From an optimization exercise on the open Yosys and OpenROAD flow, aimed at small area; shortcuts taken in it are not production practice. Only simulation tests tie the RTL to the original design; equivalence was not proved. The flow treats the clock pin as an ideal source, which a real chip does not have.

==> flow/design.v (excerpt) <==
module ac4e6_board (
	input wire clk50,
	input wire [3:0] key,
	input wire [7:0] switch,
	input wire ps2_data,
	input wire ps2_sdck,
	input wire ch340_rx,
	output wire ch340_tx,
	output wire buzzer,
	output wire [7:0] led_segments,
	output wire [7:0] led_enable,
	output wire [2:0] vga_rgb,
	output wire vga_hsync,
	output wire vga_vsync,
	output wire [11:0] led
);
assign buzzer = '1;
assign vga_rgb = '1;
assign vga_hsync = '1;
assign vga_vsync = '1;
assign led = '1;
wire nrst;
assign nrst = key[2];
wire [7:0] uart_q;
wire uart_qv;
uart_rx i_uart_rx(clk50, nrst, ch340_rx, uart_q, uart_qv);
wire [12:0] uart_dbg;
wire uart_dbg_v;
uart_rx_dbg i_uart_dbg(clk50, nrst, ch340_rx, uart_dbg, uart_dbg_v);
localparam [2:0] Q_IDLE = 3'b000, Q_NEW = 3'b101, Q_ONE = 3'b100, Q_TWO = 3'b110, Q_NEXT = 3'b001;
reg [7:0] ch340_data;
reg [2:0] q;
wire ch340_data_valid = q[2];
wire ch340_data_ready;
uart_tx i_uart_tx(clk50, nrst, ch340_data, ch340_data_valid, ch340_data_ready, ch340_tx);
always @(posedge clk50) begin
	if (q[0])
		ch340_data <= uart_q;
	if (!nrst)
		q <= Q_IDLE;
	else case (q)
		Q_IDLE: q <= uart_qv ? Q_NEW : Q_IDLE;
		Q_NEW: q <= ch340_data_ready ? Q_IDLE : Q_ONE;
		Q_ONE: q <= ch340_data_ready ? (uart_qv ? Q_NEXT : Q_IDLE) : (uart_qv ? Q_TWO : Q_ONE);
		Q_TWO: q <= ch340_data_ready ? Q_NEXT : Q_TWO;
		default: q <= Q_ONE;  
	endcase
end
reg [12:0] led_lo, led_hi;
reg z_lo, z_hi;
led i_led(clk50, nrst, {3'b0, led_hi, 3'b0, led_lo}, {z_hi, z_lo}, led_segments, led_enable);
always @(posedge clk50) begin
	if (uart_dbg_v) begin
  ...
For scale: about 51 I/O pins.
==> flow/config.mk <==
export PLATFORM = sky130hd
export DESIGN_NAME = ac4e6_board
export DESIGN_NICKNAME = ac4e6_board
export VERILOG_FILES = /design/flow/design.v
export SDC_FILE = /design/flow/constraint.sdc
export NUM_CORES = 4
export LEC_CHECK = 0
export CAP_MARGIN = 20
export CORE_MARGIN = 2
export CORE_UTILIZATION = 70
export SLEW_MARGIN = 20
==> flow/constraint.sdc <==
create_clock -name core_clock -period 20.0 [get_ports {clk50}]
set_input_delay 4.0000 -clock core_clock [delete_from_list [all_inputs] [get_ports {clk50}]]
set_output_delay 4.0000 -clock core_clock [all_outputs]
set_load 0.01 [all_outputs]
standard.sh (not shown) runs the stock make flow with config.mk's settings and CLKGATE_MAP_FILE= SYNTH_SCRIPT=/design/flow/synth_recipe.tcl, a recipe that flattens the netlist after the stock synthesis.
==> flow/flow/run.sh <==
#!/bin/bash
# The standard ORFS layout (standard.sh: unchanged synthesis, floorplan, power
# grid, placement and routing), with these settings changed:
#  - clock tree: clkbuf_4 buffers and no dummy loads; afterwards each leaf
#    clock buffer gets the smallest clkbuf size that keeps its flip-flop clock
#    pins' slew under 105 ps, and every other cell is given the smallest
#    equivalent cell that keeps timing and slew/capacitance limits
#    (flow/post_cts.tcl, run as ORFS's POST_CTS_TCL),
#  - port buffers: buf_1 cells,
#  - constant outputs: one tie cell per value instead of one per port.
# The make output goes to standard_flow.log; ORFS's per-step logs are under orfs/logs.
set -euo pipefail
export CTS_ARGS="-sink_clustering_enable -repair_clock_nets -dont_use_dummy_load -buf_list sky130_fd_sc_hd__clkbuf_4"
export POST_CTS_TCL="$(pwd)/flow/post_cts.tcl"
export BUFFER_PORTS_ARGS="-buffer_cell sky130_fd_sc_hd__buf_1"
export SKIP_REPAIR_TIE_FANOUT=1
bash standard.sh finish > standard_flow.log 2>&1
==> flow/flow/post_cts.tcl <==
# After CTS: give each leaf clock buffer (one that drives flip-flops) the
# smallest clkbuf whose worst flip-flop clock-pin slew, with placement
# parasitics, stays under CLKBUF_SLEW_NS; then re-legalize the placement.
proc clkbuf_sink_slew {name} {
  set worst 0
  foreach p [get_pins -of_objects [get_nets -of_objects [get_pins $name/X]] -filter "direction==input"] {
    set s [get_property $p slew_max]
    if {$s > $worst} { set worst $s }
  }
  return $worst
}
proc clkbuf_fit {} {
  set thr 0.105
  if {[info exists ::env(CLKBUF_SLEW_NS)]} { set thr $::env(CLKBUF_SLEW_NS) }
  set sizes {sky130_fd_sc_hd__clkbuf_2 sky130_fd_sc_hd__clkbuf_4 sky130_fd_sc_hd__clkbuf_8 sky130_fd_sc_hd__clkbuf_16}
  set changed 0
  foreach inst [[ord::get_db_block] getInsts] {
    set m [[$inst getMaster] getName]
    if {[lsearch $sizes $m] < 0} continue
    set out [$inst findITerm X]
    set net [$out getNet]
    if {$net == "NULL" || [$net getSigType] != "CLOCK"} continue
    set leaf 1
    foreach it [$net getITerms] {
      if {[$it isInputSignal] && [lsearch $sizes [[[$it getInst] getMaster] getName]] >= 0} { set leaf 0 }
    }
    if {!$leaf} continue
    set name [$inst getName]
    set best ""
    foreach s $sizes {
      replace_cell [get_cells $name] [get_lib_cells */$s]
      estimate_parasitics -placement
      if {[clkbuf_sink_slew $name] < $thr} { set best $s; break }
    }
    if {$best == ""} { set best [lindex $sizes end] }
    if {$best != $m} { incr changed; puts "clkbuf_fit: $name $m -> $best" }
  }
  detailed_placement
  check_placement -verbose
  estimate_parasitics -placement
  puts "clkbuf_fit: $changed clock buffers resized"
}

# Give every non-clock cell the smallest equivalent cell (same function and
# pins), keeping a change only if it adds no max-slew/max-cap violation and
# the worst setup slack stays above 5 ns.
proc cell_area {lc} {
  set m [[ord::get_db] findMaster [get_name $lc]]
  if {$m == "NULL"} { return 1e9 }
  return [expr {[$m getWidth] * [$m getHeight]}]
}
proc downsize_all {} {
  sta::make_equiv_cells [get_libs *]
  set dont [list]
  foreach c $::env(DONT_USE_CELLS) { lappend dont $c }
  set n 0
  estimate_parasitics -placement
  set base_slew [sta::max_slew_violation_count]
  set base_cap [sta::max_capacitance_violation_count]
  foreach inst [get_cells *] {
    set lc [get_lib_cells -of_objects $inst]
    if {$lc == "" || $lc == "NULL"} continue
    set name [get_name $lc]
    if {[string match "*clkbuf*" $name] || [string match "*clkinv*" $name] || [string match "*conb*" $name] || [string match "*tap*" $name] || [string match "*fill*" $name]} continue
    set equiv [sta::find_equiv_cells $lc]
    if {$equiv == ""} continue
    set cands {}
    foreach e $equiv {
      if {$e == "NULL"} continue
      set en [get_name $e]
      set skip 0
      foreach d $dont { if {[string match $d $en]} { set skip 1 } }
      if {$skip || [string match "*clk*" $en] || [string match "*lpflow*" $en]} continue
      if {[string match "*dfxtp*" $name] != [string match "*dfxtp*" $en]} continue
      if {[string match "*edfxtp*" $name] != [string match "*edfxtp*" $en]} continue
      lappend cands [list [cell_area $e] $en]
    }
    set cands [lsort -real -index 0 $cands]
    set cur [cell_area $lc]
    foreach c $cands {
      lassign $c a en
      if {$a >= $cur} break
      replace_cell $inst [get_lib_cells */$en]
      estimate_parasitics -placement
      if {[sta::max_slew_violation_count] > $base_slew || [sta::max_capacitance_violation_count] > $base_cap || [sta::worst_slack_cmd max] < 5e-9} {
        replace_cell $inst $lc
      } else {
        incr n
        puts "downsize: [get_full_name $inst] $name -> $en"
        break
      }
    }
  }
  estimate_parasitics -placement
  puts "downsize: $n cells downsized"
}

clkbuf_fit
downsize_all
detailed_placement
check_placement -verbose
estimate_parasitics -placement
The first run ran to the end with no violations.
==> next run, changes <==
--- a/flow/flow/run.sh
+++ b/flow/flow/run.sh
@@ -4,7 +4,5 @@
 #  - clock tree: clkbuf_4 buffers and no dummy loads; afterwards each leaf
 #    clock buffer gets the smallest clkbuf size that keeps its flip-flop clock
-#    pins' slew under 105 ps, and every other cell is given the smallest
-#    equivalent cell that keeps timing and slew/capacitance limits
-#    (flow/post_cts.tcl, run as ORFS's POST_CTS_TCL),
+#    pins' slew under 105 ps (flow/post_cts.tcl, run as ORFS's POST_CTS_TCL),
 #  - port buffers: buf_1 cells,
 #  - constant outputs: one tie cell per value instead of one per port.
==> flow/flow/post_cts.tcl (replaced) <==
# After CTS: give each leaf clock buffer (one that drives flip-flops) the
# smallest clkbuf whose worst flip-flop clock-pin slew, with placement
# parasitics, stays under CLKBUF_SLEW_NS; then re-legalize the placement.
proc clkbuf_sink_slew {name} {
  set worst 0
  foreach p [get_pins -of_objects [get_nets -of_objects [get_pins $name/X]] -filter "direction==input"] {
    set s [get_property $p slew_max]
    if {$s > $worst} { set worst $s }
  }
  return $worst
}
proc clkbuf_fit {} {
  set thr 0.105
  if {[info exists ::env(CLKBUF_SLEW_NS)]} { set thr $::env(CLKBUF_SLEW_NS) }
  set sizes {sky130_fd_sc_hd__clkbuf_2 sky130_fd_sc_hd__clkbuf_4 sky130_fd_sc_hd__clkbuf_8 sky130_fd_sc_hd__clkbuf_16}
  set changed 0
  foreach inst [[ord::get_db_block] getInsts] {
    set m [[$inst getMaster] getName]
    if {[lsearch $sizes $m] < 0} continue
    set out [$inst findITerm X]
    set net [$out getNet]
    if {$net == "NULL" || [$net getSigType] != "CLOCK"} continue
    set leaf 1
    foreach it [$net getITerms] {
      if {[$it isInputSignal] && [lsearch $sizes [[[$it getInst] getMaster] getName]] >= 0} { set leaf 0 }
    }
    if {!$leaf} continue
    set name [$inst getName]
    set best ""
    foreach s $sizes {
      replace_cell [get_cells $name] [get_lib_cells */$s]
      estimate_parasitics -placement
      if {[clkbuf_sink_slew $name] < $thr} { set best $s; break }
    }
    if {$best == ""} { set best [lindex $sizes end] }
    if {$best != $m} { incr changed; puts "clkbuf_fit: $name $m -> $best" }
  }
  detailed_placement
  check_placement -verbose
  estimate_parasitics -placement
  puts "clkbuf_fit: $changed clock buffers resized"
}
clkbuf_fit
Result: Maximum frequency hardly moves. Wire length is about the same. Clock skew is about the same. Count of clock-buffer cells in the layout stays the same.

==> static timing again, ports no longer ideal <==
No port has a modelled driver above. Below, the same layouts with a new extraction and two added sets of constraints.
Step 1: set_driving_cell puts a clkbuf_16 on clk50 and a buf_2 on each other input, an assumption about the parent block.
Step 2 times the ports against the registers' clock, not the clock port: input delays grow and output delays shrink by t, the midpoint of the rising clock arrivals with the driver on.
a / b / c = no drivers / after step 1 / after step 2; a / b = the first two.
| run | t, ns | setup slack, ns | hold WS [ns] | worst register clock-pin slew, ns | worst data-port slew with drivers (ns) |
|---|---|---|---|---|---|
| the first run | 0.490 | 14.230 / 14.203 / 13.783 | 0.422 / 0.422 / 0.422 | 0.11 / 0.11 | 0.03 |
| the second run | 0.489 | 14.231 / 14.203 / 14.050 | 0.423 / 0.423 / 0.423 | 0.11 / 0.11 | 0.03 |
After both steps setup and hold are still met in every run listed. For the first run, which loses most, drivers alone change the setup slack by -0.027 ns; drivers and shift together by -0.447 ns.
